From an optimization exercise on the open Yosys and OpenROAD flow, aimed at small area and few clock cycles per item; shortcuts taken in it are not production practice.
RTL that was checked went through simulation tests only; none was proved equivalent to the original.
No driver is modelled on the clock port, so clock power and skew are understated where the tree is cut down; a real chip needs a root buffer or a tree.
No activity file was given, so power comes from the tool's default toggle rates.

Setup of AL:
==> flow/design.v <==
module sdram #(parameter FREQ = 50000000) (
  input  logic clk,
  input  logic reset,
  input  logic        read,
  input  logic        write,
  input  logic [1:0]  wr_strb,
  input  logic [25:0] addr,   
  output logic        cmd_ready,
  input  logic [15:0] data_write,
  output logic [15:0] data_read,
  output logic        data_read_val,
  output logic        sdram_cs,         
  output logic [1:0]  sdram_bank,       
  output logic [12:0] sdram_addr,       
  output logic        sdram_ras,        
  output logic        sdram_cas,        
  output logic        sdram_we,         
  input  logic [15:0] sdram_data_in,    
  output logic [15:0] sdram_data_out,   
  output logic        sdram_drive_data  
);
  localparam [2:0] CMD_NOP     = 3'b111;
  localparam [2:0] CMD_ACTIVE  = 3'b011;
  localparam [2:0] CMD_READ    = 3'b101;
  localparam [2:0] CMD_WRITE   = 3'b100;
  localparam [2:0] CMD_PRECHG  = 3'b010;
  localparam [2:0] CMD_AUTOREF = 3'b001;
  localparam [2:0] CMD_MRS     = 3'b000;
  localparam [12:0] MODE = 13'h0223;
  logic        h_chip;
  logic [1:0]  h_bank;
  logic [12:0] h_row;
  logic [9:0]  h_col;
  assign {h_chip, h_bank, h_row, h_col} = addr;
  localparam [8:0] A_TAPS  = 9'b100100011;
  localparam [8:0] A_RESET = 9'd133;
  localparam [8:0] A_START = 9'd207;
  localparam [4:0] B_TAPS  = 5'b10010;
  localparam [4:0] B_RESET = 5'd15;
  localparam [4:0] B_INIT  = 5'd1;
  logic [8:0]  tmr_a;
  logic        win;
  logic        init_done;
  logic        ob_v;
  logic [2:0]  ob_bank;     
  logic [12:0] ob_row;
  logic        act_last;    
  logic        pre_same;    
  logic [1:0]  rd_sh;       
  logic win_start, win_end, seq_cmd;
  assign win_start = (tmr_a == A_START) & (init_done | (ob_row[4:0] == B_INIT));
  assign win_end = tmr_a[0] & tmr_a[3];
  assign seq_cmd = win & tmr_a[6];
  logic req, bank_eq, hit, do_rd, do_wr, do_pre, do_act, ok;
  assign req = read | write;
  assign ok = init_done & ~win;
  assign bank_eq = (ob_bank == {h_chip, h_bank});
  assign hit = ob_v & bank_eq & (ob_row == h_row);
  assign do_rd  = ok & hit & read & ~act_last;
  assign do_wr  = ok & hit & write & ~act_last & (rd_sh == 2'b00);
  assign do_pre = ok & ob_v & ~(req & hit);
  assign do_act = ok & req & ~ob_v & ~pre_same;
  assign cmd_ready = do_rd | do_wr;
  logic [2:0] cmd;
  assign {sdram_ras, sdram_cas, sdram_we} = cmd;
  always_comb begin
    cmd = CMD_NOP;
    if (seq_cmd)
      cmd = tmr_a[4] ? CMD_PRECHG : init_done ? CMD_AUTOREF : CMD_MRS;
    else if (do_pre)
      cmd = CMD_PRECHG;
    else if (do_act)
      cmd = CMD_ACTIVE;
    else if (do_rd)
      cmd = CMD_READ;
    else if (do_wr)
      cmd = CMD_WRITE;
    if (win) begin
      sdram_cs = ~tmr_a[0];
      sdram_bank = 2'b00;
      sdram_addr = {2'b00, tmr_a[4], MODE[9:0]};    
    end else if (ob_v) begin
      {sdram_cs, sdram_bank} = ob_bank;
      sdram_addr = {wr_strb & {2{write}}, 1'b0, h_col};
    end else begin
      {sdram_cs, sdram_bank} = {h_chip, h_bank};
      sdram_addr = h_row;
    end
  end
  assign sdram_drive_data = do_wr;
  assign sdram_data_out = data_write;
  assign data_read = sdram_data_in;
  assign data_read_val = rd_sh[1];
  always_ff @(posedge clk) begin
    if (reset) begin
      tmr_a <= A_RESET;
      win <= 1'b0;
      init_done <= 1'b0;
      ob_v <= 1'b0;
      rd_sh <= 2'b00;
    end else begin
      rd_sh <= {rd_sh[0], do_rd};
      tmr_a <= {tmr_a[7:0], ^(tmr_a & A_TAPS)};
      if (win_start)
        win <= 1'b1;
      else if (win_end)
        win <= 1'b0;
      if (win & win_end)
        init_done <= 1'b1;
      if (seq_cmd || do_pre)
        ob_v <= 1'b0;
      else if (do_act)
        ob_v <= 1'b1;
    end
    act_last <= do_act;
    pre_same <= do_pre & (bank_eq | ~req);
    ob_bank <= {h_chip, h_bank};
    ob_row[12:5] <= h_row[12:5];
    if (reset)
      ob_row[4:0] <= B_RESET;
    else if (!init_done)
      ob_row[4:0] <= {ob_row[3:0], ^(ob_row[4:0] & B_TAPS)};
    else
      ob_row[4:0] <= h_row[4:0];
  end
endmodule
export LEC_CHECK = 0
export CAP_MARGIN = 20
export CORE_MARGIN = 2
export CORE_UTILIZATION = 40
export SLEW_MARGIN = 20
create_clock -name core_clock -period 20.0 [get_ports {clk}]
standard.sh (not shown) runs the stock make flow with config.mk's settings and CLKGATE_MAP_FILE= SYNTH_SCRIPT=/design/flow/synth_recipe.tcl, a recipe that flattens the netlist after the stock synthesis.
==> flow/flow/run.sh <==
#!/bin/bash
# The standard layout (standard.sh) with three changes:
#  - synthesis maps logic with an area-oriented abc script (flow/area.abc),
#    through flow/abc_area.tcl sourced ahead of synth_recipe.tcl;
#  - port buffers use the smallest buffer cell;
#  - the clock tree is a few equal buffers fed by the clock port, each
#    driving a group of nearby flip-flops (flow/clock_leaves.tcl, run as
#    ORFS's PRE_CTS_TCL hook in place of clock_tree_synthesis).
set -euo pipefail
here=$(pwd)
cat flow/abc_area.tcl synth_recipe.tcl > my_synth.tcl
sed "s#SYNTH_SCRIPT=[^ ]*#SYNTH_SCRIPT=$here/my_synth.tcl#" standard.sh > my_standard.sh
export MY_ABC_SCRIPT=$here/flow/area.abc
export BUFFER_PORTS_ARGS="-buffer_cell sky130_fd_sc_hd__buf_1"
export PRE_CTS_TCL=$here/flow/clock_leaves.tcl
export MY_CLOCK_LEAVES=4
export MY_CLOCK_BUFFER=sky130_fd_sc_hd__buf_4
bash my_standard.sh > standard.log 2>&1
Other scripts of this flow, unchanged in this note and not shown: flow/flow/abc_area.tcl, flow/flow/area.abc, flow/flow/clock_leaves.tcl
diff inputs: AL => MS
--- a/flow/design.v
+++ b/flow/design.v
@@ -41,28 +41,27 @@
   logic [8:0]  tmr_a;
   logic        win;
   logic        init_done;
   logic        ob_v;
   logic [2:0]  ob_bank;     
   logic [12:0] ob_row;
-  logic        act_last;    
-  logic        pre_same;    
+  logic        just;
   logic [1:0]  rd_sh;       
   logic win_start, win_end, seq_cmd;
   assign win_start = (tmr_a == A_START) & (init_done | (ob_row[4:0] == B_INIT));
   assign win_end = tmr_a[0] & tmr_a[3];
   assign seq_cmd = win & tmr_a[6];
   logic req, bank_eq, hit, do_rd, do_wr, do_pre, do_act, ok;
   assign req = read | write;
   assign ok = init_done & ~win;
   assign bank_eq = (ob_bank == {h_chip, h_bank});
   assign hit = ob_v & bank_eq & (ob_row == h_row);
-  assign do_rd  = ok & hit & read & ~act_last;
-  assign do_wr  = ok & hit & write & ~act_last & (rd_sh == 2'b00);
+  assign do_rd  = ok & hit & read & ~just;
+  assign do_wr  = ok & hit & write & ~just & (rd_sh == 2'b00);
   assign do_pre = ok & ob_v & ~(req & hit);
-  assign do_act = ok & req & ~ob_v & ~pre_same;
+  assign do_act = ok & req & ~ob_v & ~just;
   assign cmd_ready = do_rd | do_wr;
   logic [2:0] cmd;
   assign {sdram_ras, sdram_cas, sdram_we} = cmd;
   always_comb begin
     cmd = CMD_NOP;
     if (seq_cmd)
@@ -109,14 +108,13 @@
         init_done <= 1'b1;
       if (seq_cmd || do_pre)
         ob_v <= 1'b0;
       else if (do_act)
         ob_v <= 1'b1;
     end
-    act_last <= do_act;
-    pre_same <= do_pre & (bank_eq | ~req);
+    just <= do_act | (do_pre & (bank_eq | ~req));
     ob_bank <= {h_chip, h_bank};
     ob_row[12:5] <= h_row[12:5];
     if (reset)
       ob_row[4:0] <= B_RESET;
     else if (!init_done)
       ob_row[4:0] <= {ob_row[3:0], ^(ob_row[4:0] & B_TAPS)};
Findings:
In MS the fraction of power consumed by combinational cells turned out 0.3 points higher than in AL. [MS] count of cell instances traversed by the critical path rose 1 relative to AL. Sort AL and MS by relative contribution of the clock network to total power asc -> top: AL. Comparing AL with MS, the area of the multi-input gates came out essentially unchanged. MS improves on AL in net switching power. Comparing the two runs side by side, MS comes out behind AL on minimum clock period. Compared with AL, in MS largest vdd supply drop now sits higher; final routed wirelength across all metal layers now sits higher. In the metrics for AL and MS, the one carrying the higher total power is AL. Diff AL -> MS | path depth of the worst reg2reg path | decrease of 1. The highest-delay cell along the critical path comes out or3_1 in one run and or4_1 in the other, namely in AL and MS respectively. Sort AL and MS by post-synth design cell area, ascending, and MS comes first. Row data arrival time of the critical path: MS higher / AL lower. The post-synthesis adder-cell area fraction of AL and that of MS are within noise of each other. Compared with AL, MS shows internal cell power that has gone down by a few percent.
Testbench counts of MS, summed over its fixed seeds: cycles 41,548, items 24,000.
The RTL of AL was laid out without a check of its function. No run of this note takes its clock network from TritonCTS; it comes from the design's own scripts or RTL.

## port drivers added, routing unchanged
How much do the figures lean on ideal ports? The routed layouts below were timed once more, with nothing changed but the port constraints.
Step 1 assumes that a clkbuf_16 drives the clock port and a buf_2 every other input.
Step 2, shift: input delay + t, output delay - t, t = (earliest + latest rising clock arrival at the registers) / 2. This alone moves slack from input paths to output paths.
a / b / c = no drivers / after step 1 / after step 2; a / b = the first two.
| run | t (ns) | setup WS [ns] | latest minus earliest clock arrival (ns) | slew at the worst register clock pin (ns) |
|---|---|---|---|---|
| AL | 0.167 | 10.005 / 9.980 / 9.980 | 0.010 / 0.009 | 0.08 / 0.08 |
| MS | 0.164 | 9.839 / 9.811 / 9.811 | 0.003 / 0.002 | 0.08 / 0.08 |
After both steps every run listed still meets setup and hold. The setup slack of MS, which loses most, moves by -0.028 ns with the drivers and by -0.028 ns with both steps.
